Background: an optimization exercise with open tools, aiming at small area. Do not read the settings as production practice. The RTL was checked by simulation tests, not by an equivalence proof against the original design. No activity file was given, so power comes from the tool's default toggle rates.

File: flow/flow/run.sh
#!/bin/bash
# Standard ORFS layout, except that port buffers use the smallest buffer cell.
set -euo pipefail
export BUFFER_PORTS_ARGS="-buffer_cell sky130_fd_sc_hd__buf_1"
bash standard.sh > standard_flow.log 2>&1
File: flow/standard.sh
#!/bin/bash
# synth_recipe.tcl (not shown) runs the flow's synth.tcl, then flattens the netlist and writes it again
# the make line also repeats each setting of config.mk as NAME=value (left out here)
make -C /OpenROAD-flow-scripts/flow DESIGN_CONFIG=/design/flow/config.mk WORK_HOME=/design/flow/orfs CLKGATE_MAP_FILE= SYNTH_SCRIPT=/design/flow/synth_recipe.tcl "${@:-finish}"
File: flow/config.mk
export PLATFORM = sky130hd
export DESIGN_NAME = axi_stream_insert_header_pipe
export DESIGN_NICKNAME = axi_stream_insert_header_pipe
export VERILOG_FILES = /design/flow/design.v
export SDC_FILE = /design/flow/constraint.sdc
export NUM_CORES = 4
export LEC_CHECK = 0
export CAP_MARGIN = 20
export CORE_MARGIN = 2
export CORE_UTILIZATION = 40
export SLEW_MARGIN = 20
File: flow/constraint.sdc
create_clock -name core_clock -period 6.0 [get_ports {clk}]
set_input_delay 1.2000 -clock core_clock [delete_from_list [all_inputs] [get_ports {clk}]]
set_output_delay 1.2000 -clock core_clock [all_outputs]
set_load 0.01 [all_outputs]
File: flow/design.v
module pipe_stage #(
    parameter DATA_WD = 32
)(
    input                       clk,
    input                       rst_n,
    input       [DATA_WD-1:0]   din,
    output reg  [DATA_WD-1:0]   dout,
    input                       pre_valid,
    output                      cur_ready,
    output reg                  cur_valid,
    input                       nxt_ready
);
    assign cur_ready = ~cur_valid | nxt_ready;
    always @(posedge clk)
        if (cur_ready)
            dout <= din;
    always @(posedge clk)
        if (~rst_n)
            cur_valid <= 1'b0;
        else if (cur_ready)
            cur_valid <= pre_valid;
endmodule
`timescale 1ns / 1ps
module axi_stream_insert_header_pipe #(
    parameter   DATA_WD = 32,
    parameter   DATA_BYTE_WD = DATA_WD/8,
    parameter   BYTE_CNT_WD = $clog2(DATA_BYTE_WD)
)
(
        input                       clk,
        input                       rst_n,
        input                       valid_in,
        input   [DATA_WD-1:0]       data_in,
        input   [DATA_BYTE_WD-1:0]  keep_in,
        input                       last_in,
        output                      ready_in,
        output                      valid_out,
        output  [DATA_WD-1:0]       data_out,
        output  [DATA_BYTE_WD-1:0]  keep_out,
        output                      last_out,
        input                       ready_out,
        input                       valid_insert,
        input   [DATA_WD-1:0]       data_insert,
        input   [DATA_BYTE_WD-1:0]  keep_insert,
        input   [BYTE_CNT_WD-1:0]   byte_insert_cnt,
        output                      ready_insert
    );
    localparam DW = DATA_WD + DATA_BYTE_WD + 1;
    localparam HW = DATA_WD + DATA_BYTE_WD;
    reg [7:0] cnt_in, cnt_insert, cnt_out;
    wire out_hi  = |cnt_out[7:2];
    wire hdr_sel = ~out_hi & (cnt_out[1:0] <= byte_insert_cnt);
    wire hdr_lt  = ~out_hi & (cnt_out[1:0] <  byte_insert_cnt);
    wire in_hi   = |cnt_in[7:2];
    wire ins_hi  = |cnt_insert[7:2];
    wire in_lt2  = ~in_hi & ~cnt_in[1];
    wire in_lt3  = ~in_hi & ~(cnt_in[1] & cnt_in[0]);
    wire ins_lt1 = ~ins_hi & ~cnt_insert[1] & ~cnt_insert[0];
    wire ins_lt2 = ~ins_hi & ~cnt_insert[1];
    wire [DW-1:0] d1, d2, d3;
    wire v1, v2, v3, r1, r2, r3;
    wire rdy_nxt = in_lt2 | (~hdr_sel & ready_out);
    pipe_stage #(.DATA_WD(DW)) data_st1 (.clk(clk), .rst_n(rst_n),
        .din({data_in, keep_in, last_in}), .dout(d1),
        .pre_valid(valid_in), .cur_ready(r1), .cur_valid(v1), .nxt_ready(r2));
    pipe_stage #(.DATA_WD(DW)) data_st2 (.clk(clk), .rst_n(rst_n),
        .din(d1), .dout(d2),
        .pre_valid(v1), .cur_ready(r2), .cur_valid(v2), .nxt_ready(r3));
    pipe_stage #(.DATA_WD(DW)) data_st3 (.clk(clk), .rst_n(rst_n),
        .din(d2), .dout(d3),
        .pre_valid(v2), .cur_ready(r3), .cur_valid(v3), .nxt_ready(rdy_nxt));
    wire [HW-1:0] h1, h2;
    wire hv1, hv2, hr1, hr2;
    wire hrdy_nxt = ins_lt1 | (hdr_sel & ready_out);
    pipe_stage #(.DATA_WD(HW)) head_st1 (.clk(clk), .rst_n(rst_n),
        .din({data_insert, keep_insert}), .dout(h1),
        .pre_valid(valid_insert), .cur_ready(hr1), .cur_valid(hv1), .nxt_ready(hr2));
    pipe_stage #(.DATA_WD(HW)) head_st2 (.clk(clk), .rst_n(rst_n),
        .din(h1), .dout(h2),
        .pre_valid(hv1), .cur_ready(hr2), .cur_valid(hv2), .nxt_ready(hrdy_nxt));
    assign ready_insert = rst_n & (ins_lt2 | (hdr_lt & hr1));
    assign ready_in     = rst_n & (in_lt3 | (~hdr_lt & r1));
    assign data_out  = hdr_sel ? h2[HW-1:DATA_BYTE_WD] : d3[DW-1:DATA_BYTE_WD+1];
    assign keep_out  = hdr_sel ? h2[DATA_BYTE_WD-1:0]  : d3[DATA_BYTE_WD:1];
    assign last_out  = ~hdr_sel & d3[0] & v3;
    assign valid_out = hdr_sel ? hv2 : v3;
    always @(posedge clk)
        if (~rst_n)                  cnt_out <= 8'd0;
        else if (valid_out & ready_out) cnt_out <= cnt_out + 8'd1;
    always @(posedge clk)
        if (~rst_n)                  cnt_insert <= 8'd0;
        else if (valid_insert & ready_insert) cnt_insert <= cnt_insert + 8'd1;
    always @(posedge clk)
        if (~rst_n)                  cnt_in <= 8'd0;
        else if (valid_in & ready_in) cnt_in <= cnt_in + 8'd1;
endmodule
==> results by group, run 1 <==
Setup path
  – WP buf/inv: 3
  – Cell family with most CP delay: simple AND/OR/NAND/NOR gates
  – CP dominant cell by count: buf_1
  – Crit path capture type: output pin
  – Cell Chain, Critical Path: buf_1 > inv_1 > ha_1 > nor2b_1 > o21ai_1 > nand2_2 > mux2_2 > buf_1
  – Crit Path Category: in -> out
  – Crit Path Max Fanout: 37
  – CP max-delay cell: nand2_2
  – Crit path required time: between 4 and 5 ns
  – Largest stage delay on the critical path: 0.69 ns
  – CP Launch Type: primary input
  – R2R setup slack: 2.96 ns
  – CP arrival: 3.58 ns

Synth
  – Mux contribution to synthesized area: under 10%
  – Post-Synth Adder-Cell Area: 0.830%
  – Cell taking the most area after synthesis: edfxtp_1
  – Yosys reg bits: 212
  – Synthesized area: 7540 µm²
  – Post-synthesis cell type count: between 40 and 50
  – Simple-gate share of the synthesized area: 6.67%
  – Seq/Total Area, Yosys: 80.6%
  – Largest family of logic cells by synthesized area: simple AND/OR/NAND/NOR gates
  – Syn Area/Cell: 18.2 µm²
  – Top cell type's share of synthesized area: 72.9%
  – Synth warnings: 3
  – Area fraction in compound gates after synthesis: 3.53%
  – Top FF cell, synth: edfxtp_1
  – Post-synthesis xor/xnor area fraction: 0.929%
  – Syn Inst Count: roughly 410
  – Synthesized net count: about 500
  – Post-synth EDFFs: 183
  – Top post-synthesis cells by area: edfxtp_1, dfxtp_1, mux2_2
  – Ys async rst share: 0%

Power and ir drop
  – Combinational Power Share: 4.1%
  – Switching portion of total power: 19.4%
  – Pleak: 3.28 nW
  – Internal power: 0.00276 W
  – Worst VDD drop: 310 µV
  – Power per cell area: 374 nW/µm²
  – Sw Pwr: between 0.0006 and 0.0007 W
  – Part of the power in registers: 50.0%
  – Clk network pwr share: 45.9%

Timing
  – Worst-case clock skew: 0.0145 ns
  – Slew Viols, Final: 0
  – Setup Viol. Count Final: 0
  – Setup TNS: 0 ns
  – Final min period: 4.78 ns
  – Slew HR: 32.9%
  – Period utilisation layout: between 70% and 80%
  – Fmax: 0.209 GHz
  – Final Hold Fails: 0
  – RSZ-0062 raised after global routing: false
  – Worst-Margin Slew: 1.00 ns

GRT
  – Largest net degree at the start of global routing: 39
  – Antenna violations before repair: 1
  – Total track usage: 13.6%
  – Total grt overflow: 0
  – First-pass GRT wire length: 21,300 µm
  – Number of global-route vias before repair: 4,068

Clock network
  – Num CTS Buffers: 24
  – CTS resizes: 0
  – Hold-fix buffers, CTS: 0
  – CTS sink count: 212
  – CTS Root Cell: clkbuf_16
  – Clock slew at reported path FFs: 0.06 ns
  – H-tree levels: 1
  – Postcts setup bufs: 0
  – CTS tree: built
  – Worst-skew pair later-pin latency: 0.51 ns
  – Maximum clock path buffer count: 3

Detailed routing
  – Routed vias: between 3,000 and 4,000
  – Total wire length: 13,800 µm
  – DRC: 0
  – Via-to-Cell Ratio: 4.83
  – Drt pass-1 iters: 4
  – Initial DRC count: approximately 180
  – Final ANT Viol Nets: 0
  – WL per Instance: 17.1 µm

Placement
  – IO Port Bufs: roughly 120
  – Routability cong.: 0.786
  – HPWL Detailed: 8700 µm
  – Cells after DPL: 764

Die
  – Total Die Area: approximately 20,000 µm²
  – Die Ht: roughly 140 µm
  – Die W: 141 µm
  – Initial Util: 40.6%
  – Boundary pin count: 120
  – Rows: 50
  – Core area: 18,600 µm²

Finish
  – Fin cells: 809
  – Nets: 641
  – Area growth, synth to finish: 21.7%
  – Share of cells above drive strength 1: 16.6%

Job
  – Max cap viols: 0

Run status
  – Status: timing/DRC/antenna clean

Hold path
  – Hold WC Path Type: reg -> reg
## power by group through the flow
stage | registers, W | clock network, W | logic, W
after global routing | 0.00172 | 0.00167 | 0.000156
final | 0.00171 | 0.00157 | 0.000140
after global placement | 0.00174 | 0 | 0.000138
after detailed placement | 0.00175 | 0 | 0.000142
after CTS | 0.00172 | 0.00161 | 0.000143
after floorplan | 0.00173 | 0 | 0.0000867
## worst paths after layout
path / start / end / cells past startpoint
max reg2reg: cnt_out[2] / data_st2.dout[0] / 5
min reg2reg: head_st1.dout[4] / head_st2.dout[4] / 0
max: byte_insert_cnt[1] / data_out[3] / 8
min: head_st1.dout[4] / head_st2.dout[4] / 0
## layout make-up
| type | instances | area, µm² |
|---|---|---|
| inverter | 11 | 41.3 |
| antenna | 1 | 2.50 |
| clock buffer | 30 | 678 |
| multi-input combinational | 185 | 1410 |
| timing repair buffer | 122 | 469 |
| clock inverter | 14 | 205 |
| fill | 1558 | 9410 |
| tap | 234 | 293 |
| sequential | 212 | 6080 |
## placed cells by master (no fill, tap or decap), types with 2 or more instances in the layout
cell type	netlist	layout
nand4_1	7	7
nand2_2	0	2
clkinv_2	0	2
inv_2	0	3
and2_1	2	2
nor2_1	19	19
and3_1	8	8
clkbuf_8	0	3
clkbuf_16	0	25
nor4_1	2	2
or4_1	2	2
clkinv_1	1	5
o21ai_0	3	3
mux2_2	36	36
a21o_1	2	2
nor2b_1	2	2
nand3_2	1	2
inv_1	10	7
xor2_1	3	3
bufinv_16	0	5
dfxtp_1	29	29
xnor2_1	5	5
edfxtp_1	183	183
buf_4	0	3
a211oi_1	4	4
a21oi_1	11	11
or3_1	3	3
nand2b_1	8	8
nand3_1	4	3
o21ai_1	4	4
nand2_1	26	24
o21a_1	2	2
buf_1	0	119
mux2i_1	9	9
ha_1	5	5
## sequential cells by signal, summed over array words and instances (netlist names)
name / flops
data_st2.cur_valid: 1
head_st2.cur_valid: 1
head_st1.cur_valid: 1
head_st2.dout: 36
data_st2.dout: 37
data_st3.dout: 37
cnt_out: 8
cnt_in: 8
data_st1.dout: 37
data_st3.cur_valid: 1
data_st1.cur_valid: 1
head_st1.dout: 36
cnt_insert: 8
## synth_stat cells (all sizes together) (2+ instances only)
master / instances
mux2: 36
or3: 3
a2111oi: 2
edfxtp: 183
ha: 5
a21o: 2
nor2b: 2
a211oi: 4
and3: 8
o21a: 2
buf: 2
clkbuf: 4
nand2b: 8
xnor2: 5
nand3: 5
o21ai: 8
mux2i: 9
nand4: 8
inv: 10
xor2: 3
dfxtp: 29
nor4: 3
and2: 2
nor2: 19
or4: 3
nand2: 26
a21oi: 11
## worst register-to-register path, cell delays in order, from the launching register on
cell	delay, ns
dfxtp_1	0.36
or4_4	0.58
nor3_4	0.33
a21oi_1	0.26
nor2b_1	0.37
nand2_2	0.65
## layer usage
layer | up-vias | share of wire, % | GRT usage [%]
met5 | - | 0 | 0
met4 | 0 | 2.5 | 4.53
met3 | 32 | 6.4 | 3.31
met2 | 116 | 49 | 23.2
met1 | 1882 | 42 | 17.1
li1 | 1875 | - | -
## cell families after synthesis
family | after synthesis
AND/OR/NAND/NOR | 92
multiplexers | 45
flip-flops | 212
XOR/XNOR | 8
adder cells (fa/ha/maj) | 5
AO/OA/AOI/OAI | 35
buffers and inverters | 17
## stage by stage
step	utilization [%]	power (W)	cell area, µm²	setup slack, ns	hold slack [ns]
finish	49.4	0.00343	9170	1.22	0.405
global route	49.4	0.00355	9170	1.04	0.410
CTS	49.4	0.00347	9170	1.16	0.405
detailed placement	44.6	0.00189	8290	1.18	0.405
global placement	44.6	0.00188	8290	1.23	0.400
floorplan	-	0.00182	7540	1.90	0.400
==> inputs of run 2 (changes only) <==
==> flow/run.sh (new file) <==
#!/bin/bash
# synth_recipe.tcl (not shown) runs the flow's synth.tcl, then flattens the netlist and writes it again
# the make line also repeats each setting of config.mk as NAME=value (left out here)
make -C /OpenROAD-flow-scripts/flow DESIGN_CONFIG=/design/flow/config.mk WORK_HOME=/design/flow/orfs CLKGATE_MAP_FILE= SYNTH_SCRIPT=/design/flow/synth_recipe.tcl finish
removed: flow/flow/run.sh
removed: flow/standard.sh
==> run 2 against run 1 <==
Clock skew up 0.0012 ns. Sequential power is essentially flat. Sequential cell count stayed put. Die area is the same. First-iteration DRC count increased by 7.7%. Highest routed layer unchanged.
==> results by group, run 2 <==
GRT
  – Total grt overflow: 0 (unchanged)
  – First-pass GRT wire length: 21,300 µm (-0.13%)
  – Global-route met1 utilization: 17.8% (+0.64 points)
  – Total track usage: 13.6% (+0.016 points)
  – Antenna violations before repair: 0 (-1)
  – GR peak layer: met2
  – Largest net degree at the start of global routing: 39 (unchanged)
  – GRT met2 Usage: 22.6% (-0.64 points)
  – M3 GR Usage: 3.14% (-0.17 points)
  – Number of global-route vias before repair: 4,052 (-0.39%)

Detailed routing
  – Drt pass-1 iters: 4 (unchanged)
  – Routed vias: 3,893 (-0.31%)
  – Via-to-Cell Ratio: 4.85 (+0.44%)
  – Initial DRC count: 195 (+7.7%)
  – Final ANT Viol Nets: 0 (unchanged)
  – DRC: 0 (unchanged)
  – Total wire length: 13,500 µm (-1.8%)
  – WL per Instance: 16.9 µm (-1.1%)

Hold path
  – Hold WC Path Type: reg -> reg

Synth
  – Synth cell count leaders: edfxtp_1, mux2_2, dfxtp_1, nand2_1, nor2_1
  – Area fraction in compound gates after synthesis: 3.53% (unchanged)
  – Top FF cell, synth: edfxtp_1
  – Post-Synth Adder-Cell Area: 0.830% (unchanged)
  – Syn Inst Count: 414 (unchanged)
  – Cell taking the most area after synthesis: edfxtp_1
  – Seq/Total Area, Yosys: 80.6% (unchanged)
  – Simple-gate share of the synthesized area: 6.67% (unchanged)
  – Most frequent cell after synthesis: edfxtp_1
  – Syn Area/Cell: 18.2 µm² (unchanged)
  – Synthesized area: 7540 µm² (unchanged)
  – Synthesized net count: 499 (unchanged)
  – Largest family of logic cells by synthesized area: simple AND/OR/NAND/NOR gates
  – Top cell type's share of synthesized area: 72.9% (unchanged)
  – Yosys reg bits: 212 (unchanged)
  – Synth warnings: 3 (unchanged)
  – Mux contribution to synthesized area: 6.57% (unchanged)
  – Post-synthesis xor/xnor area fraction: 0.929% (unchanged)
  – Post-synth EDFFs: 183 (unchanged)
  – Post-synthesis cell type count: 46 (unchanged)
  – Ys async rst share: 0% (unchanged)
  – Top post-synthesis cells by area: edfxtp_1, dfxtp_1, mux2_2

Power and ir drop
  – Pleak: 3.49 nW (+6.5%)
  – Power per cell area: 324 nW/µm² (-13%)
  – Worst VDD drop: 170 µV (-45%)

Finish
  – Share of cells above drive strength 1: 14.4% (-2.1 points)
  – Nets: 640 (-0.16%)
  – Largest regs: data_st1.dout x37, data_st2.dout x37, data_st3.dout x37
  – Commonest non-fill, non-tap cells in the layout: edfxtp_1, clkdlybuf4s50_1, mux2_2
  – Most common cell after layout, fill and taps aside: edfxtp_1
  – Diode count: 0 (-1)
  – Area growth, synth to finish: 28.5%
  – Fin util: 52.1% (+2.8 points)

Die
  – Total Die Area: 20,000 µm² (unchanged)
  – Die Ht: 141 µm (unchanged)
  – Initial Util: 40.6% (unchanged)
  – Rows: 50 (unchanged)
  – Core area: 18,600 µm² (unchanged)
  – Die W: 141 µm (unchanged)
  – Boundary pin count: 120 (unchanged)

Timing
  – Setup Viol. Count Final: 0 (unchanged)
  – Slew HR: 34.1% (+1.2 points)
  – Period utilisation layout: 85.0% (+5.3 points)
  – Fmax: 0.196 GHz (-6.3%)
  – Setup TNS: 0 ns (unchanged)
  – Final Hold Fails: 0 (unchanged)
  – Worst-case clock skew: 0.0157 ns (+0.00117 ns)
  – Slew Viols, Final: 0 (unchanged)
  – Worst-Margin Slew: 0.989 ns (-0.0139 ns)
  – WHS: 0.412 ns (+0.00747 ns)
  – Final min period: 5.10 ns (+0.320 ns)
  – RSZ-0062 raised after global routing: false

Placement
  – IO Port Bufs: 119 (unchanged)
  – HPWL Detailed: 8730 µm (+0.25%)
  – Routability cong.: 0.857 (+9.1%)

Clock network
  – Worst-skew pair later-pin latency: 0.49 ns (-0.02 ns)
  – H-tree levels: 1 (unchanged)
  – Maximum clock path buffer count: 3 (unchanged)
  – CTS resizes: 0 (unchanged)
  – Num CTS Buffers: 22 (-8.3%)
  – CTS Root Cell: clkbuf_16
  – CTS sink count: 212 (unchanged)
  – Postcts setup bufs: 0 (unchanged)
  – Clock slew at reported path FFs: 0.06 ns (about the same)
  – CTS tree: built
  – Hold-fix buffers, CTS: 0 (unchanged)

Setup path
  – CP arrival: 3.90 ns (+0.32 ns)
  – Crit path required time: 4.80 ns (about the same)
  – Crit Path Max Fanout: 37 (unchanged)
  – Crit path capture type: output pin
  – CP Launch Type: primary input
  – Crit Path Category: in -> out

Job
  – Max cap viols: 0 (unchanged)

Run status
  – Status: timing/DRC/antenna clean
run 2: layout make-up:
| class | instances | area (µm²) |
|---|---|---|
| fillers | 1504 | 8890 |
| flip-flops and latches | 212 | 6080 |
| multi-input cells | 185 | 1410 |
| repair buffers | 123 | 1220 |
| clock buffers | 28 | 573 |
| well taps | 234 | 293 |
| clock inverters | 10 | 77.6 |
| inverters | 11 | 41.3 |
run 2: where the power goes:
part	switching, W	internal [W]
clock	0.000504	0.000715
combinational	0.0000795	0.000128
sequential	0.0000285	0.00168
run 2: cell families after synthesis:
| family | after synthesis |
|---|---|
| adder cells (fa/ha/maj) | 5 |
| XOR/XNOR | 8 |
| flip-flops | 212 |
| buffers and inverters | 17 |
| AND/OR/NAND/NOR | 92 |
| AO/OA/AOI/OAI | 35 |
| multiplexers | 45 |
run 2: final timing paths:
check / slack [ns] / cells after the start / from / to
max: 0.90 / 9 / byte_insert_cnt[1] / data_out[31]
min: 0.41 / 0 / data_st1.dout[14] / data_st2.dout[14]
max reg2reg: 2.92 / 5 / cnt_out[2] / data_st2.dout[7]
min reg2reg: 0.41 / 0 / data_st1.dout[14] / data_st2.dout[14]
run 2: critical path: stages:
cell and delay, ns:
clkdlybuf4s50_1 0.45, inv_1 0.04, ha_1 0.27, nor2b_1 0.22
o21ai_1 0.22, nand2_2 0.12, buf_4 0.45, mux2_2 0.42
clkdlybuf4s50_1 0.49
run 2: layer usage:
layer	share of wire [%]	wire (µm)
met1	43	5860
met2	49	6650
met3	5.8	782
met4	1.9	259
met5	0	0
run 2: through the flow:
stage / setup WS (ns) / cells / cell area (µm²) / total power, W
2_1_floorplan: 1.90 / 414 / 7540 / 0.00182
3_3_place_gp: 0.935 / 765 / 9040 / 0.00195
3_5_place_dp: 0.898 / 765 / 9040 / 0.00195
4_1_cts: 0.888 / 803 / 9690 / 0.00318
5_1_grt: 0.771 / 803 / 9690 / 0.00327
6_report: 0.901 / 803 / 9690 / 0.00314
==> inputs of run 3 (changes only) <==
==> flow/flow/run.sh (new file) <==
#!/bin/bash
# Standard ORFS layout with two changes: port buffers use the smallest buffer
# cell, and clock tree synthesis uses the arguments in flow/cts_args (no dummy
# loads, smaller clock buffers).
set -euo pipefail
export BUFFER_PORTS_ARGS="-buffer_cell sky130_fd_sc_hd__buf_1"
export CTS_ARGS="$(cat flow/cts_args)"
bash standard.sh > standard_flow.log 2>&1
==> flow/flow/cts_args (new file) <==
-sink_clustering_enable -repair_clock_nets -dont_use_dummy_load -buf_list sky130_fd_sc_hd__clkbuf_4 -sink_clustering_size 12 -sink_clustering_max_diameter 50
==> flow/standard.sh (new file) <==
#!/bin/bash
# synth_recipe.tcl (not shown) runs the flow's synth.tcl, then flattens the netlist and writes it again
# the make line also repeats each setting of config.mk as NAME=value (left out here)
make -C /OpenROAD-flow-scripts/flow DESIGN_CONFIG=/design/flow/config.mk WORK_HOME=/design/flow/orfs CLKGATE_MAP_FILE= SYNTH_SCRIPT=/design/flow/synth_recipe.tcl "${@:-finish}"
removed: flow/run.sh
==> run 3 against run 2 <==
Count of clock-buffer cells in the layout fell by 4. Combinational power shrank 33%. Final area shrank 13%. First-iteration DRC count down 6.7%. Still clean on timing, DRC and antenna. Critical path type unchanged. Sequential share of layout area rose by 9.0 points. Worst setup slack gained 0.32 ns. Highest routed layer unchanged.
==> results by group, run 3 <==
GRT
  – First-pass GRT wire length: 21,100 µm (-0.68%)
  – GR peak layer: met2
  – Global-route met1 utilization: 17.2% (-0.57 points)
  – M3 GR Usage: 3.48% (+0.34 points)
  – Total grt overflow: 0 (unchanged)
  – Number of global-route vias before repair: 4,068 (+0.39%)
  – GRT met2 Usage: 22.5% (-0.10 points)
  – Antenna violations before repair: 2 (+2)
  – Largest net degree at the start of global routing: 39 (unchanged)
  – Total track usage: 13.6% (-0.036 points)

Timing
  – Final min period: 4.78 ns (-0.317 ns)
  – Period utilisation layout: 79.7% (-5.3 points)
  – Setup Viol. Count Final: 0 (unchanged)
  – Slew Viols, Final: 0 (unchanged)
  – RSZ-0062 raised after global routing: false
  – Worst-case clock skew: 0.0421 ns (+0.0264 ns)
  – Final Hold Fails: 0 (unchanged)
  – Fmax: 0.209 GHz (+6.6%)
  – Setup TNS: 0 ns (unchanged)
  – Slew HR: 31.4% (-2.7 points)
  – Worst-Margin Slew: 1.03 ns (+0.0366 ns)

Finish
  – Most common cell after layout, fill and taps aside: edfxtp_1
  – Fin util: 45.6% (-6.6 points)
  – Area growth, synth to finish: 12.4%
  – Nets: 641 (+0.16%)
  – Commonest non-fill, non-tap cells in the layout: edfxtp_1, buf_1, mux2_2
  – Largest regs: data_st1.dout x37, data_st2.dout x37, data_st3.dout x37
  – Share of cells above drive strength 1: 14.4% (+0.029 points)

Setup path
  – Crit path required time: 4.80 ns (about the same)
  – CP Launch Type: primary input
  – CP arrival: 3.58 ns (-0.32 ns)
  – Crit path capture type: output pin
  – Crit Path Max Fanout: 37 (unchanged)
  – R2R setup slack: 2.90 ns (-0.02 ns)
  – Crit Path Category: in -> out

Synth
  – Syn Area/Cell: 18.2 µm² (unchanged)
  – Yosys reg bits: 212 (unchanged)
  – Synth cell count leaders: edfxtp_1, mux2_2, dfxtp_1, nand2_1, nor2_1
  – Synthesized area: 7540 µm² (unchanged)
  – Largest family of logic cells by synthesized area: simple AND/OR/NAND/NOR gates
  – Post-Synth Adder-Cell Area: 0.830% (unchanged)
  – Cell taking the most area after synthesis: edfxtp_1
  – Top FF cell, synth: edfxtp_1
  – Post-synth EDFFs: 183 (unchanged)
  – Area fraction in compound gates after synthesis: 3.53% (unchanged)
  – Syn Inst Count: 414 (unchanged)
  – Simple-gate share of the synthesized area: 6.67% (unchanged)
  – Seq/Total Area, Yosys: 80.6% (unchanged)
  – Top cell type's share of synthesized area: 72.9% (unchanged)
  – Synth warnings: 3 (unchanged)
  – Mux contribution to synthesized area: 6.57% (unchanged)
  – Top post-synthesis cells by area: edfxtp_1, dfxtp_1, mux2_2
  – Post-synthesis cell type count: 46 (unchanged)
  – Synthesized net count: 499 (unchanged)
  – Post-synthesis xor/xnor area fraction: 0.929% (unchanged)
  – Ys async rst share: 0% (unchanged)
  – Most frequent cell after synthesis: edfxtp_1

Placement
  – Routability cong.: 0.786 (-8.3%)
  – IO Port Bufs: 119 (unchanged)
  – HPWL Detailed: 8700 µm (-0.25%)

Detailed routing
  – Total wire length: 13,700 µm (+0.87%)
  – DRC: 0 (unchanged)
  – Drt pass-1 iters: 4 (unchanged)
  – Via-to-Cell Ratio: 4.95 (+2.1%)
  – Final ANT Viol Nets: 0 (unchanged)
  – WL per Instance: 17.3 µm (+2.5%)
  – Routed vias: 3,912 (+0.49%)
  – Initial DRC count: 182 (-6.7%)

Die
  – Core area: 18,600 µm² (unchanged)
  – Rows: 50 (unchanged)
  – Total Die Area: 20,000 µm² (unchanged)
  – Boundary pin count: 120 (unchanged)
  – Die W: 141 µm (unchanged)
  – Initial Util: 40.6% (unchanged)
  – Die Ht: 141 µm (unchanged)

Clock network
  – CTS resizes: 0 (unchanged)
  – Clock slew at reported path FFs: 0.11 ns (+0.05 ns)
  – H-tree levels: 1 (unchanged)
  – Postcts setup bufs: 0 (unchanged)
  – Maximum clock path buffer count: 3 (unchanged)
  – Hold-fix buffers, CTS: 0 (unchanged)
  – CTS Root Cell: clkbuf_4
  – Worst-skew pair later-pin latency: 0.62 ns (+0.13 ns)
  – CTS sink count: 212 (unchanged)
  – Num CTS Buffers: 24 (+9.1%)
  – CTS tree: built

Power and ir drop
  – Power per cell area: 289 nW/µm² (-11%)
  – Worst VDD drop: 148 µV (-13%)
  – Total power: 0.00245 W (-22%)
  – Pleak: 2.96 nW (-15%)

Hold path
  – Hold WC Path Type: reg -> reg

Run status
  – Status: timing/DRC/antenna clean

Job
  – Max cap viols: 0 (unchanged)
## run 3: cell count changes in the layout (fill, tap and decap cells not counted), sizes merged
cell,change
buf,+118
bufinv,-1
clkbuf,-4
clkdlybuf4s50,-119
clkinv,-9
diode,+2
## run 3: critical path, stage by stage
cell and delay (ns):
buf_1 0.07, inv_1 0.04, ha_1 0.29, nor2b_1 0.16, o21ai_1 0.43, nand2_2 0.70, mux2_2 0.52, buf_1 0.15
## run 3: final timing paths
path	from	depth (start not counted)	end
worst max register to register	cnt_out[2]	5	data_st2.dout[0]
worst min register to register	data_st2.dout[0]	0	data_st3.dout[0]
worst max-delay path	byte_insert_cnt[1]	8	data_out[3]
worst min-delay path	data_st2.dout[0]	0	data_st3.dout[0]
## run 3: per-layer routing
layer  up-vias  share of wire [%]
li1       1866                  -
met4         0                2.9
met1      1899                 43
met5         -                  0
met2       117                 48
met3        30                5.7
## run 3: final cells by class
type / count / area [µm²]
inverter: 11 / 41.3
clock buffer: 24 / 180
multi-input combinational: 185 / 1410
fill: 1630 / 10100
timing repair buffer: 122 / 469
sequential: 212 / 6080
tap: 234 / 293
antenna: 2 / 5.00
## run 3: logic make-up (layout without fill, tap and decap cells)
logic type | count (synthesis) | in the layout
AO/OA/AOI/OAI | 35 | 35
XOR/XNOR | 8 | 8
buffers and inverters | 17 | 157
AND/OR/NAND/NOR | 92 | 92
flip-flops | 212 | 212
multiplexers | 45 | 45
other | 0 | 2
adder cells (fa/ha/maj) | 5 | 5
## run 3: metrics by stage
| stage | cells | area (µm²) | setup WS, ns | hold WS (ns) |
|---|---|---|---|---|
| 2_1_floorplan | 414 | 7540 | 1.90 | 0.400 |
| 3_3_place_gp | 764 | 8290 | 1.23 | 0.400 |
| 3_5_place_dp | 764 | 8290 | 1.18 | 0.405 |
| 4_1_cts | 788 | 8470 | 1.16 | 0.380 |
| 5_1_grt | 789 | 8470 | 1.04 | 0.393 |
| 6_report | 790 | 8470 | 1.22 | 0.390 |
## run 3: power breakdown
part           total [W]  internal [W]  switching (W)  leakage (nW)
logic           0.000140     0.0000617      0.0000785         0.678
clock network   0.000596      0.000184       0.000412         0.110
registers        0.00171       0.00168      0.0000291          2.17
total            0.00245       0.00193       0.000519          2.96
==> inputs of run 4 (changes only) <==
==> flow/flow/cts_args (replaced) <==
-sink_clustering_enable -repair_clock_nets -dont_use_dummy_load -buf_list sky130_fd_sc_hd__clkbuf_8 -sink_clustering_size 20 -sink_clustering_max_diameter 60
==> run 4 against run 3 <==
Sequential power about the same. Maximum frequency decreased by 0.17%. Routed wire length down 0.59%. First-iteration DRC count rose by 19%. Worst hold slack worse by 0.0076 ns. Non-clock buffer count is the same. Area after synthesis unchanged. Cell count fell by 1.0%. Utilization grew 0.28 points. Count of clock-buffer cells in the layout shrank 7. Die area stayed put. Highest routed layer unchanged.
==> results by group, run 4 <==
Run status
  – Status: timing/DRC/antenna clean

Finish
  – Fillers: 1,612 (-1.1%)
  – Share of cells above drive strength 1: 13.3% (-1.1 points)
  – Nets: 634 (-1.1%)
  – Most common cell after layout, fill and taps aside: edfxtp_1
  – Commonest non-fill, non-tap cells in the layout: edfxtp_1, buf_1, mux2_2
  – Cell area after layout: 8520 µm² (+0.61%)
  – Largest regs: data_st1.dout x37, data_st2.dout x37, data_st3.dout x37
  – Area growth, synth to finish: 13.0%

Synth
  – Syn Inst Count: 414 (unchanged)
  – Seq/Total Area, Yosys: 80.6% (unchanged)
  – Ys async rst share: 0% (unchanged)
  – Most frequent cell after synthesis: edfxtp_1
  – Synth warnings: 3 (unchanged)
  – Syn Area/Cell: 18.2 µm² (unchanged)
  – Post-synth EDFFs: 183 (unchanged)
  – Post-synthesis cell type count: 46 (unchanged)
  – Top cell type's share of synthesized area: 72.9% (unchanged)
  – Synth cell count leaders: edfxtp_1, mux2_2, dfxtp_1, nand2_1, nor2_1
  – Top post-synthesis cells by area: edfxtp_1, dfxtp_1, mux2_2
  – Cell taking the most area after synthesis: edfxtp_1
  – Synthesized net count: 499 (unchanged)
  – Synthesized area: 7540 µm² (unchanged)
  – Top FF cell, synth: edfxtp_1
  – Yosys reg bits: 212 (unchanged)

Clock network
  – Worst-skew pair later-pin latency: 0.52 ns (-0.10 ns)
  – Hold-fix buffers, CTS: 0 (unchanged)
  – CTS tree: built
  – Clock slew at reported path FFs: 0.10 ns (about the same)
  – CTS sink count: 212 (unchanged)
  – Postcts setup bufs: 0 (unchanged)
  – CTS resizes: 0 (unchanged)
  – H-tree levels: 1 (unchanged)
  – Num CTS Buffers: 17 (-29%)
  – CTS Root Cell: clkbuf_8
  – Maximum clock path buffer count: 3 (unchanged)

Timing
  – Setup TNS: 0 ns (unchanged)
  – Final Hold Fails: 0 (unchanged)
  – RSZ-0062 raised after global routing: false
  – Final min period: 4.79 ns (+0.00805 ns)
  – Slew Viols, Final: 0 (unchanged)
  – Period utilisation layout: 79.8% (+0.13 points)
  – Worst-Margin Slew: 1.01 ns (-0.0132 ns)
  – Setup Viol. Count Final: 0 (unchanged)
  – Fmax: 0.209 GHz (-0.17%)
  – Slew HR: 32.3% (+0.88 points)
  – Worst-case clock skew: 0.0577 ns (+0.0156 ns)
  – WHS: 0.382 ns (-0.00764 ns)

Die
  – Initial Util: 40.6% (unchanged)
  – Die W: 141 µm (unchanged)
  – Die Ht: 141 µm (unchanged)
  – Total Die Area: 20,000 µm² (unchanged)
  – Boundary pin count: 120 (unchanged)
  – Core area: 18,600 µm² (unchanged)
  – Rows: 50 (unchanged)

GRT
  – Total track usage: 13.4% (-0.16 points)
  – Number of global-route vias before repair: 3,972 (-2.4%)
  – Total grt overflow: 0 (unchanged)
  – Largest net degree at the start of global routing: 39 (unchanged)
  – First-pass GRT wire length: 20,900 µm (-1.2%)
  – Antenna violations before repair: 1 (-1)

Setup path
  – R2R setup slack: 2.89 ns (about the same)
  – Cell family with most CP delay: simple AND/OR/NAND/NOR gates
  – Crit Path Category: in -> out
  – Crit path capture type: output pin
  – WP buf/inv: 3 (unchanged)
  – Cell Chain, Critical Path: buf_1 > inv_1 > ha_1 > nor2b_1 > o21ai_1 > nand2_2 > mux2_2 > buf_1
  – Largest stage delay on the critical path: 0.70 ns (about the same)
  – CP arrival: 3.59 ns (about the same)
  – Crit path required time: 4.80 ns (about the same)
  – CP dominant cell by count: buf_1
  – Crit Path Max Fanout: 37 (unchanged)
  – CP max-delay cell: nand2_2
  – CP Launch Type: primary input

Placement
  – IO Port Bufs: 119 (unchanged)
  – Placed Area: 8290 µm² (unchanged)
  – HPWL Detailed: 8700 µm (unchanged)
  – Routability cong.: 0.786 (unchanged)

Detailed routing
  – Drt pass-1 iters: 4 (unchanged)
  – Routed vias: 3,815 (-2.5%)
  – Via-to-Cell Ratio: 4.88 (-1.5%)
  – WL per Instance: 17.4 µm (+0.43%)
  – Initial DRC count: 216 (+19%)
  – DRC: 0 (unchanged)
  – Final ANT Viol Nets: 0 (unchanged)
  – Total wire length: 13,600 µm (-0.59%)

Power and ir drop
  – Total power: 0.00252 W (+3.1%)
  – Worst VDD drop: 176 µV (+19%)
  – Pleak: 2.97 nW (+0.40%)
  – Power per cell area: 296 nW/µm² (+2.5%)

Job
  – Max cap viols: 0 (unchanged)

Hold path
  – Hold WC Path Type: reg -> reg
==> run 4: cell counts after synthesis <==
No cell type changed its count.
==> run 4: through the flow <==
step           setup WS [ns]  std cells  utilization, %
3_5_place_dp            1.18        764            44.6
4_1_cts                 1.15        781            45.9
6_report                1.21        782            45.9
2_1_floorplan           1.90        414               -
5_1_grt                 1.04        781            45.9
3_3_place_gp            1.23        764            44.6
==> run 4: power breakdown <==
group          switching, W  internal [W]  leakage [nW]
sequential        0.0000291       0.00168          2.17
clock              0.000417      0.000255         0.122
combinational     0.0000783     0.0000617         0.678
==> run 4: logic make-up after synthesis <==
| logic type | count (synthesis) | share of synthesized area (%) |
|---|---|---|
| muxes | 45 | 6.57 |
| DFF | 212 | 80.6 |
| buffers and inverters | 17 | 0.879 |
| AOI/OAI and AO/OA | 35 | 3.53 |
| adders and majority gates | 5 | 0.830 |
| and+or+nand+nor | 92 | 6.67 |
| xor gates and xnor gates | 8 | 0.929 |
==> run 4: final cells by class <==
| cell class | count | area [µm²] | area share [%] |
|---|---|---|---|
| Antenna cell | 1 | 2.50 | 0.0294 |
| Sequential cell | 212 | 6080 | 71.3 |
| Tap cell | 234 | 293 | 3.44 |
| Timing Repair Buffer | 122 | 469 | 5.50 |
| Multi-Input combinational cell | 185 | 1410 | 16.5 |
| Inverter | 11 | 41.3 | 0.484 |
| Clock buffer | 17 | 234 | 2.75 |
==> run 4: worst paths after layout <==
kind / start / to / cells after the start
max: byte_insert_cnt[1] / data_out[3] / 8
min: data_st1.dout[0] / data_st2.dout[0] / 0
max reg2reg: cnt_out[2] / data_st2.dout[30] / 5
min reg2reg: data_st1.dout[0] / data_st2.dout[0] / 0
==> run 4: layer usage <==
| layer | routed length, µm | track usage [%] |
|---|---|---|
| met4 | 371 | 4.42 |
| met3 | 660 | 2.94 |
| met1 | 5850 | 17.2 |
| met2 | 6700 | 22.8 |
| met5 | 0 | 0 |
==> run 4: worst reg2reg max path, cell delays in order (launching register included) <==
cell	delay, ns
dfxtp_1	0.38
or4_4	0.58
nor3_4	0.33
a21oi_1	0.26
nor2b_1	0.37
nand2_2	0.66
==> inputs of run 5 (changes only) <==
--- a/flow/design.v
+++ b/flow/design.v
@@ -85,12 +85,21 @@
     assign last_out  = ~hdr_sel & d3[0] & v3;
     assign valid_out = hdr_sel ? hv2 : v3;
-    always @(posedge clk)
-        if (~rst_n)                  cnt_out <= 8'd0;
-        else if (valid_out & ready_out) cnt_out <= cnt_out + 8'd1;
-    always @(posedge clk)
-        if (~rst_n)                  cnt_insert <= 8'd0;
-        else if (valid_insert & ready_insert) cnt_insert <= cnt_insert + 8'd1;
-    always @(posedge clk)
-        if (~rst_n)                  cnt_in <= 8'd0;
-        else if (valid_in & ready_in) cnt_in <= cnt_in + 8'd1;
+    wire fire_out = valid_out & ready_out;
+    wire fire_ins = valid_insert & ready_insert;
+    wire fire_in  = valid_in & ready_in;
+    wire [8:0] t_out, t_ins, t_in;
+    assign t_out[0] = fire_out;
+    assign t_ins[0] = fire_ins;
+    assign t_in[0]  = fire_in;
+    genvar i;
+    generate for (i = 0; i < 8; i = i + 1) begin : g_cnt
+        assign t_out[i+1] = t_out[i] & cnt_out[i];
+        assign t_ins[i+1] = t_ins[i] & cnt_insert[i];
+        assign t_in[i+1]  = t_in[i]  & cnt_in[i];
+        always @(posedge clk) begin
+            cnt_out[i]    <= rst_n & (cnt_out[i]    ^ t_out[i]);
+            cnt_insert[i] <= rst_n & (cnt_insert[i] ^ t_ins[i]);
+            cnt_in[i]     <= rst_n & (cnt_in[i]     ^ t_in[i]);
+        end
+    end endgenerate
 endmodule
==> flow/flow/cts_args (replaced) <==
-sink_clustering_enable -repair_clock_nets -dont_use_dummy_load -buf_list sky130_fd_sc_hd__clkbuf_4 -sink_clustering_size 12 -sink_clustering_max_diameter 50
==> run 5 against run 4 <==
Worst hold slack got worse by 0.0040 ns. Worst setup slack better by 0.10 ns. Area after synthesis is 3.5% lower. Total power decreased by 5.2%. Final area down 4.1%. Utilization down 0.23 points. First-iteration DRC count down 53%. Sequential share of layout area rose by 3.1 points. Maximum frequency rose by 2.2%. Largest cell class unchanged. Largest power group unchanged. Highest routed layer unchanged.
==> results by group, run 5 <==
Run status
  – Status: timing/DRC/antenna clean

Timing
  – Slew Viols, Final: 0 (unchanged)
  – Worst-case clock skew: 0.0563 ns (-0.00134 ns)
  – Fmax: 0.213 GHz (+2.2%)
  – Setup Viol. Count Final: 0 (unchanged)
  – Setup TNS: 0 ns (unchanged)
  – Final min period: 4.69 ns (-0.105 ns)
  – Final Hold Fails: 0 (unchanged)
  – Worst-Margin Slew: 0.944 ns (-0.0688 ns)
  – RSZ-0062 raised after global routing: false
  – Period utilisation layout: 78.1% (-1.7 points)
  – Slew HR: 37.0% (+4.7 points)

Die
  – Initial Util: 40.7% (+0.083 points)
  – Total Die Area: 19,300 µm² (-3.4%)
  – Rows: 49 (-2.0%)
  – Core area: 17,900 µm² (-3.6%)
  – Boundary pin count: 120 (unchanged)
  – Die W: 139 µm (-1.7%)
  – Die Ht: 139 µm (-1.7%)

Clock network
  – Num CTS Buffers: 24 (+7)
  – Hold-fix buffers, CTS: 0 (unchanged)
  – H-tree levels: 1 (unchanged)
  – CTS resizes: 0 (unchanged)
  – CTS sink count: 212 (unchanged)
  – Maximum clock path buffer count: 3 (unchanged)
  – CTS tree: built
  – CTS Root Cell: clkbuf_4
  – Clock slew at reported path FFs: 0.11 ns (about the same)
  – Postcts setup bufs: 0 (unchanged)
  – Worst-skew pair later-pin latency: 0.59 ns (+0.07 ns)

GRT
  – Total grt overflow: 0 (unchanged)
  – Largest net degree at the start of global routing: 39 (unchanged)
  – Total track usage: 12.6% (-0.83 points)
  – Antenna violations before repair: 1 (unchanged)
  – Number of global-route vias before repair: 3,569 (-10%)
  – First-pass GRT wire length: 19,000 µm (-9.1%)

Placement
  – Routability cong.: 0.722 (-8.1%)
  – HPWL Detailed: 7500 µm (-14%)
  – IO Port Bufs: 119 (unchanged)

Detailed routing
  – Initial DRC count: 102 (-53%)
  – Drt pass-1 iters: 4 (unchanged)
  – Total wire length: 12,000 µm (-11%)
  – Via-to-Cell Ratio: 4.63 (-5.0%)
  – WL per Instance: 16.6 µm (-4.4%)
  – Routed vias: 3,354 (-12%)
  – Final ANT Viol Nets: 0 (unchanged)
  – DRC: 0 (unchanged)

Synth
  – Top cell type's share of synthesized area: 75.5% (+2.6 points)
  – Syn Inst Count: 356 (-14%)
  – Post-synth EDFFs: 183 (unchanged)
  – Synth warnings: 3 (unchanged)
  – Synth cell count leaders: edfxtp_1, mux2_2, dfxtp_1, and2_1, ha_1
  – Most frequent cell after synthesis: edfxtp_1
  – Seq/Total Area, Yosys: 83.5% (+2.9 points)
  – Post-synthesis cell type count: 30 (-35%)
  – Syn Area/Cell: 20.4 µm² (+12%)
  – Top post-synthesis cells by area: edfxtp_1, dfxtp_1, mux2_2
  – Ys async rst share: 0% (unchanged)
  – Top FF cell, synth: edfxtp_1
  – Synthesized net count: 459 (-8.0%)
  – Yosys reg bits: 212 (unchanged)
  – Synthesized area: 7280 µm² (-3.5%)
  – Cell taking the most area after synthesis: edfxtp_1

Setup path
  – Crit Path Category: in -> out
  – CP max-delay cell: a2111oi_2
  – CP Launch Type: primary input
  – Crit Path Max Fanout: 18 (-51%)
  – Crit path required time: 4.80 ns (about the same)
  – Largest stage delay on the critical path: 0.65 ns (-0.05 ns)
  – WP buf/inv: 3 (unchanged)
  – Crit. Startpoint: byte_insert_cnt[1]
  – Cell Chain, Critical Path: buf_1 > inv_1 > ha_1 > nor2b_1 > o21ai_0 > nand2_2 > a2111oi_2 > o21ai_0 > buf_1
  – Crit path capture type: output pin
  – Cell family with most CP delay: compound AO/OA/AOI/OAI gates
  – CP arrival: 3.49 ns (-0.10 ns)
  – Launch point of the worst reg-to-reg path: cnt_out[1]

Finish
  – Area growth, synth to finish: 12.2%
  – Most common cell after layout, fill and taps aside: edfxtp_1
  – Largest regs: data_st1.dout x37, data_st2.dout x37, data_st3.dout x37
  – Share of cells above drive strength 1: 14.8% (+1.4 points)
  – Nets: 599 (-5.5%)
  – Commonest non-fill, non-tap cells in the layout: edfxtp_1, buf_1, mux2_2
  – Fin util: 45.6% (-0.23 points)

Job
  – Max cap viols: 0 (unchanged)

Hold path
  – Hold Startpoint: data_st2.dout[5]
  – Hold WC Path Type: reg -> reg

Power and ir drop
  – Worst VDD drop: 161 µV (-8.9%)
  – Total power: 0.00239 W (-5.2%)
  – Pleak: 3.03 nW (+2.1%)
  – Power per cell area: 293 nW/µm² (-1.1%)
-- run 5: cell types whose count changed after synthesis, sizes merged, moves of 8 or more --
cell / before / now
and2: 2 / 23
nand2: 26 / 7
ha: 5 / 23
nor2: 19 / 6
mux2i: 9 / 0
a21oi: 11 / 3
nand2b: 8 / 0
nand4: 8 / 0
-- run 5: through the flow --
| step | setup slack, ns | std cells | area (µm²) | hold WS, ns |
|---|---|---|---|---|
| 2_1_floorplan | 1.77 | 356 | 7280 | 0.400 |
| 3_3_place_gp | 1.21 | 699 | 7990 | 0.401 |
| 3_5_place_dp | 1.06 | 699 | 7990 | 0.405 |
| 4_1_cts | 1.27 | 723 | 8170 | 0.379 |
| 5_1_grt | 1.05 | 724 | 8170 | 0.376 |
| 6_report | 1.31 | 724 | 8170 | 0.378 |
-- run 5: cell families (layout without fill, tap and decap cells) --
| logic type | count (synthesis) | count (layout) | synth area share [%] |
|---|---|---|---|
| flops | 212 | 212 | 83.5 |
| simple gates | 48 | 48 | 3.88 |
| mux | 37 | 37 | 5.72 |
| fa+ha+maj | 23 | 23 | 3.95 |
| buf+inv | 17 | 155 | 1.08 |
| compound gates | 16 | 16 | 1.53 |
| xor+xnor | 3 | 3 | 0.361 |
| other cells | 0 | 1 | 0 |
-- run 5: report_power, final --
part / switching (W) / internal [W]
Combinational: 0.0000585 / 0.0000494
Sequential: 0.0000183 / 0.00167
Clock: 0.000411 / 0.000184
Total: 0.000488 / 0.00190
-- run 5: worst paths after layout --
| path | end | slack [ns] | cells after the start |
|---|---|---|---|
| worst min-delay path | data_st3.dout[5] | 0.38 | 0 |
| worst max register to register | cnt_in[6] | 2.10 | 14 |
| worst min register to register | data_st3.dout[5] | 0.38 | 0 |
| worst max-delay path | ready_in | 1.31 | 9 |
-- run 5: cell type report --
cell class	instances	area, µm²
Fill cell	1586	9730
Sequential cell	212	6080
Multi-Input combinational cell	127	1130
Timing Repair Buffer	121	462
Tap cell	229	287
Clock buffer	24	180
Inverter	10	37.5
Antenna cell	1	2.50
-- run 5: per-layer routing --
layer | part of all wire, % | wire length, µm | vias up | global-route usage (%)
met1 | 43 | 5180 | 1616 | 15.9
li1 | - | - | 1628 | -
met2 | 50 | 6000 | 94 | 21.6
met5 | 0 | 0 | - | 0
met4 | 1.6 | 189 | 0 | 3.83
met3 | 5.4 | 654 | 16 | 3.14
==> inputs of run 6 (changes only) <==
==> flow/flow/run.sh (replaced) <==
#!/bin/bash
# Standard ORFS layout with three changes:
#  - after the standard synthesis, the combinational logic (everything but the
#    flip-flops, which keep their names and cells) is re-mapped by ABC for area
#    (flow/area.abc);
#  - port buffers use the smallest buffer cell;
#  - clock tree synthesis uses the arguments in flow/cts_args.
set -euo pipefail
export BUFFER_PORTS_ARGS="-buffer_cell sky130_fd_sc_hd__buf_1"
export CTS_ARGS="$(cat flow/cts_args)"
R=orfs/results/${FLOW_PLATFORM}/axi_stream_insert_header_pipe/base
LIB=${FLOW_HOME}/platforms/${FLOW_PLATFORM}/lib/sky130_fd_sc_hd__tt_025C_1v80.lib
YOSYS=${FLOW_HOME}/../tools/install/yosys/bin/yosys

bash standard.sh synth > standard_synth.log 2>&1
cp $R/1_2_yosys.v std_synth.v

DONT_USE=""
for c in $(sed -n '/^export DONT_USE_CELLS/,/^#/p' ${FLOW_HOME}/platforms/${FLOW_PLATFORM}/config.mk | grep -o 'sky130_fd_sc_hd__[a-z0-9_]*'); do
  DONT_USE="$DONT_USE -dont_use $c"
done
FLOPS=$(grep -oE '^ *sky130_fd_sc_hd__[a-z0-9_]+' std_synth.v | sort -u | grep -E '__(e|s|se)?df' | tr '\n' ' ')

cat > resyn.ys <<EOY
read_liberty -ignore_miss_func $LIB
blackbox $FLOPS
read_verilog std_synth.v
hierarchy -top ${FLOW_TOP}
flatten
opt_clean -purge
stat -liberty $LIB
abc -liberty $LIB -script flow/area.abc $DONT_USE
opt_clean -purge
setundef -zero
hilomap -singleton -hicell sky130_fd_sc_hd__conb_1 HI -locell sky130_fd_sc_hd__conb_1 LO
splitnets
opt_clean -purge
insbuf -buf sky130_fd_sc_hd__buf_1 A X
opt_clean -purge
rename -hide w:*.*
stat -liberty $LIB
write_verilog -noattr -noexpr -nohex -nodec resyn.v
EOY
$YOSYS -l resyn.log -q resyn.ys > /dev/null 2>&1

cp resyn.v $R/1_2_yosys.v
rm -f $R/1_synth.odb $R/1_synth.sdc
bash standard.sh > standard_flow.log 2>&1
==> flow/flow/area.abc (new file) <==
strash
dch -f
amap
topo
==> run 6 against run 5 <==
Combinational power fell by 24%. Critical path depth rose by 1. Register-to-register slack got worse by 0.08 ns. Global-route usage rose by 0.41 points. First-iteration DRC count rose by 82%. Synthesized cell count rose by 1.7%. Utilization rose by 0.68 points. Count of clock-buffer cells in the layout fell by 1. Die area fell by 4.3%. Total power fell by 1.9%. Clock power fell by 3%.
==> results by group, run 6 <==
Run status
  – Status: timing/DRC/antenna clean

Detailed routing
  – WL per Instance: 16.4 µm (-1.2%)
  – Initial DRC count: 186 (+82%)
  – DRC: 0 (unchanged)
  – Routed vias: 3,532 (+5.3%)
  – Total wire length: 12,100 µm (+0.31%)
  – Drt pass-1 iters: 4 (unchanged)
  – Final ANT Viol Nets: 0 (unchanged)
  – Via-to-Cell Ratio: 4.81 (+3.7%)

Setup path
  – Crit path required time: 4.80 ns (about the same)
  – Crit Path Category: in -> out
  – Crit path capture type: output pin
  – CP arrival: 3.61 ns (+0.12 ns)
  – CP Launch Type: primary input
  – Crit Path Max Fanout: 39 (+21)
  – R2R setup slack: 2.02 ns (-0.08 ns)

Synth
  – Syn Area/Cell: 19.2 µm² (-6.0%)
  – Synthesized area: 6960 µm² (-4.4%)
  – Synth warnings: 3 (unchanged)
  – Synthesized net count: 442 (-3.7%)
  – Syn Inst Count: 362 (+1.7%)

Placement
  – Routability cong.: 0.733 (+1.6%)
  – IO Port Bufs: 119 (unchanged)
  – HPWL Detailed: 7540 µm (+0.51%)
  – Placed Area: 7780 µm² (-2.6%)
  – Cells after DPL: 711 (+1.7%)

Timing
  – Period utilisation layout: 80.2% (+2.2 points)
  – Fmax: 0.208 GHz (-2.7%)
  – Final Hold Fails: 0 (unchanged)
  – Worst-case clock skew: 0.0575 ns (+0.00118 ns)
  – Slew Viols, Final: 0 (unchanged)
  – RSZ-0062 raised after global routing: false
  – Setup TNS: 0 ns (unchanged)
  – Slew HR: 34.5% (-2.5 points)
  – Worst-Margin Slew: 0.983 ns (+0.0389 ns)
  – Setup Viol. Count Final: 0 (unchanged)
  – Final min period: 4.81 ns (+0.129 ns)

GRT
  – Total grt overflow: 0 (unchanged)
  – Total track usage: 13.0% (+0.41 points)
  – Antenna violations before repair: 1 (unchanged)
  – Number of global-route vias before repair: 3,513 (-1.6%)
  – Largest net degree at the start of global routing: 40 (+2.6%)
  – First-pass GRT wire length: 18,300 µm (-3.9%)

Die
  – Die Ht: 136 µm (-2.2%)
  – Core area: 17,200 µm² (-4.1%)
  – Die W: 136 µm (-2.2%)
  – Initial Util: 40.5% (-0.16 points)
  – Rows: 48 (-2.0%)
  – Total Die Area: 18,500 µm² (-4.3%)
  – Boundary pin count: 120 (unchanged)

Clock network
  – Num CTS Buffers: 23 (-4.2%)
  – Postcts setup bufs: 0 (unchanged)
  – CTS sink count: 212 (unchanged)
  – Worst-skew pair later-pin latency: 0.61 ns (+0.02 ns)
  – Maximum clock path buffer count: 3 (unchanged)
  – Hold-fix buffers, CTS: 0 (unchanged)
  – CTS Root Cell: clkbuf_4
  – Clock slew at reported path FFs: 0.12 ns (about the same)
  – CTS tree: built
  – H-tree levels: 1 (unchanged)
  – CTS resizes: 0 (unchanged)

Finish
  – Fin util: 46.3% (+0.68 points)
  – Commonest non-fill, non-tap cells in the layout: edfxtp_1, buf_1, o22a_1
  – Share of cells above drive strength 1: 6.88% (-7.9 points)
  – Largest regs: data_st1.dout x37, data_st2.dout x37, data_st3.dout x37
  – Fin cells: 735 (+1.5%)
  – Area growth, synth to finish: 14.4%
  – Most common cell after layout, fill and taps aside: edfxtp_1
  – Cell area after layout: 7960 µm² (-2.6%)
  – Area of the multi-input gates: 870 µm² (-23%)
  – Nets: 591 (-1.3%)
  – Area occupied by registers: 6080 µm² (unchanged)
  – Fillers: 1,544 (-2.6%)

Power and ir drop
  – Total power: 0.00235 W (-1.9%)
  – Worst VDD drop: 182 µV (+13%)
  – Pleak: 2.69 nW (-11%)
  – Power per cell area: 295 nW/µm² (+0.79%)

Hold path
  – Hold WC Path Type: reg -> reg

Job
  – Max cap viols: 0 (unchanged)
## run 6: changes by cell type in the layout (fill, tap and decap cells not counted), moves of 11 or more
cell,before,now
and2_1,23,0
o22a_1,0,37
ha_1,23,0
nor2_1,6,26
mux2_2,37,0
a211oi_1,0,11
clkinv_1,0,14
## run 6: worst paths after layout
check	from	endpoint	cells past startpoint
worst max-delay path	byte_insert_cnt[1]	ready_in	10
worst min register to register	data_st2.dout[1]	data_st3.dout[1]	0
worst min-delay path	data_st2.dout[1]	data_st3.dout[1]	0
worst max register to register	cnt_out[1]	cnt_in[7]	18
## run 6: final cells by class
cell class / instances / share of cell area, %
Multi-Input combinational cell: 133 / 10.9
Tap cell: 225 / 3.54
Antenna cell: 1 / 0.0315
Timing Repair Buffer: 124 / 6.09
Inverter: 17 / 0.865
Sequential cell: 212 / 76.4
Clock buffer: 23 / 2.17
## run 6: power breakdown
part	leakage (nW)	total (W)	switching, W	internal [W]
combinational	0.416	0.0000819	0.0000469	0.0000349
sequential	2.17	0.00169	0.0000200	0.00167
clock	0.106	0.000576	0.000399	0.000177
total	2.69	0.00235	0.000466	0.00188
## run 6: routing by layer
layer | GRT usage, % | up-vias | part of all wire, %
met2 | 23.1 | 113 | 52
met1 | 16.0 | 1681 | 40
li1 | - | 1721 | -
met4 | 4.40 | 0 | 1.9
met5 | 0 | - | 0
met3 | 2.39 | 17 | 6.6
## run 6: critical path, cell delays in order
cell      delay, ns
buf_1          0.11
nand2_1        0.12
a311oi_4       0.31
buf_4          0.35
o221ai_4       0.13
or2_2          0.65
nor2_1         0.31
o22a_1         0.22
nor2_1         0.05
buf_1          0.15
## run 6: stage by stage
stage	hold slack, ns	setup WS [ns]
after floorplan	0.400	-0.0598
after global placement	0.400	1.25
after detailed placement	0.405	1.15
after CTS	0.359	1.15
after global routing	0.365	1.02
final	0.351	1.19
==> inputs of run 7 (changes only) <==
--- a/flow/config.mk
+++ b/flow/config.mk
@@ -6,6 +6,6 @@
 export NUM_CORES = 4
 export LEC_CHECK = 0
-export CAP_MARGIN = 20
+export CAP_MARGIN = 0
 export CORE_MARGIN = 2
-export CORE_UTILIZATION = 40
-export SLEW_MARGIN = 20
+export CORE_UTILIZATION = 65
+export SLEW_MARGIN = 0
==> run 7 against run 6 <==
Still clean on timing, DRC and antenna. First-iteration DRC count rose by 0.54%. Synthesized cell count did not move. Via count rose by 0.71%. Utilization rose by 29 points. Critical path type unchanged. Largest power group unchanged. Highest routed layer unchanged.
==> results by group, run 7 <==
Setup path
  – Crit Path Category: in -> out
  – Reg2reg end: cnt_insert[7]
  – Cell Chain, Critical Path: buf_1 > nand2_1 > a311oi_4 > o221ai_4 > or2_2 > nor2_1 > o22a_1 > nor2_1 > buf_1
  – FF-to-FF path depth: 18 (unchanged)
  – Crit path required time: 4.80 ns (about the same)
  – CP max-delay cell: or2_2
  – CP arrival: 3.29 ns (-0.32 ns)
  – Worst setup path endpoint: ready_in
  – R2R setup slack: 2.27 ns (+0.25 ns)
  – Largest stage delay on the critical path: 0.65 ns (about the same)
  – Crit. Startpoint: byte_insert_cnt[1]
  – CP Launch Type: primary input
  – Crit path capture type: output pin
  – Launch point of the worst reg-to-reg path: cnt_out[4]
  – Crit Path Max Fanout: 39 (unchanged)

Finish
  – Diode count: 0 (-1)
  – Area occupied by registers: 6080 µm² (unchanged)
  – Area growth, synth to finish: 12.5%
  – Area of the multi-input gates: 870 µm² (unchanged)
  – Nets: 589 (-0.34%)
  – Fin util: 75.5% (+29 points)
  – Share of cells above drive strength 1: 6.11% (-0.76 points)
  – Cell area after layout: 7830 µm² (-1.6%)
  – Most common cell after layout, fill and taps aside: edfxtp_1
  – Largest regs: data_st1.dout x37, data_st2.dout x37, data_st3.dout x37
  – Fillers: 637 (-59%)
  – Commonest non-fill, non-tap cells in the layout: edfxtp_1, buf_1, o22a_1

Detailed routing
  – Total wire length: 11,100 µm (-8.3%)
  – Via-to-Cell Ratio: 5.53 (+15%)
  – DRC: 0 (unchanged)
  – Drt pass-1 iters: 4 (unchanged)
  – Final ANT Viol Nets: 0 (unchanged)
  – Routed vias: 3,557 (+0.71%)
  – WL per Instance: 17.2 µm (+4.8%)
  – Initial DRC count: 187 (+0.54%)

Timing
  – Slew Viols, Final: 0 (unchanged)
  – Worst-case clock skew: 0.0434 ns (-0.0141 ns)
  – RSZ-0062 raised after global routing: false
  – Period utilisation layout: 74.8% (-5.5 points)
  – Final Hold Fails: 0 (unchanged)
  – Fmax: 0.223 GHz (+7.3%)
  – Slew HR: 35.2% (+0.70 points)
  – Worst-Margin Slew: 0.972 ns (-0.0104 ns)
  – Final min period: 4.49 ns (-0.329 ns)
  – Setup Viol. Count Final: 0 (unchanged)

GRT
  – Antenna violations before repair: 0 (-1)
  – Total track usage: 19.6% (+6.6 points)
  – Largest net degree at the start of global routing: 40 (unchanged)
  – Total grt overflow: 0 (unchanged)
  – First-pass GRT wire length: 17,000 µm (-7.0%)
  – Number of global-route vias before repair: 3,479 (-0.97%)

Clock network
  – Num CTS Buffers: 21 (-8.7%)
  – Hold-fix buffers, CTS: 0 (unchanged)
  – Worst-skew pair later-pin latency: 0.59 ns (-0.02 ns)
  – CTS sink count: 212 (unchanged)
  – CTS resizes: 0 (unchanged)
  – CTS tree: built
  – Postcts setup bufs: 0 (unchanged)
  – Maximum clock path buffer count: 3 (unchanged)
  – Clock slew at reported path FFs: 0.11 ns (about the same)
  – CTS Root Cell: clkbuf_4
  – H-tree levels: 1 (unchanged)

Placement
  – HPWL Detailed: 6910 µm (-8.3%)
  – IO Port Bufs: 119 (unchanged)
  – Placed Area: 7670 µm² (-1.4%)
  – Routability cong.: 0.738 (+0.57%)

Die
  – Die Ht: 107 µm (-21%)
  – Core area: 10,400 µm² (-40%)
  – Rows: 37 (-23%)
  – Initial Util: 67.1% (+27 points)
  – Boundary pin count: 120 (unchanged)
  – Die W: 107 µm (-21%)
  – Total Die Area: 11,500 µm² (-37%)

Synth
  – Syn Inst Count: 362 (unchanged)
  – Synthesized area: 6960 µm² (unchanged)
  – Synthesized net count: 442 (unchanged)
  – Syn Area/Cell: 19.2 µm² (unchanged)
  – Synth warnings: 3 (unchanged)

Job
  – Max cap viols: 0 (unchanged)

Power and ir drop
  – Worst VDD drop: 281 µV (+55%)
  – Total power: 0.00231 W (-1.5%)
  – Pleak: 2.68 nW (-0.37%)
  – Power per cell area: 295 nW/µm² (+0.15%)

Hold path
  – Hold WC Path Type: reg -> reg

Run status
  – Status: timing/DRC/antenna clean
==> run 7: worst min-delay path by stage <==
stage	slack, ns	cells after the start	endpoint	from
2_1_floorplan	0.40	0	data_st2.dout[0]	data_st1.dout[0]
3_3_place_gp	0.40	0	head_st2.dout[15]	head_st1.dout[15]
3_5_place_dp	0.40	0	data_st2.dout[24]	data_st1.dout[24]
4_1_cts	0.42	0	head_st2.dout[20]	head_st1.dout[20]
5_1_grt	0.43	0	head_st2.dout[5]	head_st1.dout[5]
6_report	0.42	0	head_st2.dout[20]	head_st1.dout[20]
==> run 7: per-stage QoR <==
| step | TNS [ns] | instances | hold WS (ns) | setup slack (ns) |
|---|---|---|---|---|
| floorplan | -0.0598 | 362 | 0.400 | -0.0598 |
| global placement | 0 | 622 | 0.400 | 1.55 |
| detailed placement | 0 | 622 | 0.405 | 1.38 |
| CTS | 0 | 643 | 0.424 | 1.48 |
| global route | 0 | 643 | 0.428 | 1.33 |
| finish | 0 | 643 | 0.422 | 1.51 |
==> run 7: cell type report <==
type	count	share of cell area, %
sequential	212	77.6
multi-input combinational	133	11.1
inverter	17	0.879
timing repair buffer	124	6.19
tap	136	2.17
clock buffer	21	2.01
==> run 7: critical path: cells and delay by family <==
kind	cells	cell delay (ns)
compound gates	3	0.76
buf+inv	2	0.24
simple gates	4	1.08
==> run 7: where the power goes <==
part / leakage, nW / internal [W] / switching [W]
registers: 2.17 / 0.00167 / 0.0000212
logic: 0.415 / 0.0000348 / 0.0000451
clock network: 0.0966 / 0.000162 / 0.000380
==> run 7: routing by layer <==
layer | track usage [%] | vias to the layer above | wire [µm]
met4 | 5.68 | 0 | 262
li1 | - | 1709 | -
met1 | 25.2 | 1714 | 4620
met5 | 0 | - | 0
met2 | 34.7 | 110 | 5590
met3 | 3.63 | 24 | 579

re-timing with driven ports:
No port has a modelled driver above. Below, the same layouts with a new extraction and two added sets of constraints. Step 1 assumes that a clkbuf_16 drives the clock port and a buf_2 every other input. Step 2 times the ports against the registers' clock, not the clock port: input delays grow and output delays shrink by t, the midpoint of the rising clock arrivals with the driver on. Three values: no drivers, after step 1, after step 2; two values: the first two.
run	shift t [ns]	setup slack, ns	slew at the worst register clock pin (ns)	cell pins on the clock port's net
run 1	0.538	1.221 / 1.200 / 1.200	0.06 / 0.06	1
run 2	0.528	0.901 / 0.875 / 0.875	0.06 / 0.06	1
run 3	0.641	1.218 / 1.196 / 1.196	0.12 / 0.12	1
run 4	0.527	1.210 / 1.188 / 1.188	0.11 / 0.11	1
run 5	0.617	1.315 / 1.290 / 1.113	0.12 / 0.12	1
run 6	0.614	1.186 / 1.141 / 1.136	0.12 / 0.12	1
run 7	0.601	1.515 / 1.487 / 1.421	0.12 / 0.12	1
After both steps setup and hold are still met in every run listed. The setup slack of run 5, which loses most, moves by -0.025 ns with the drivers and by -0.202 ns with both steps.
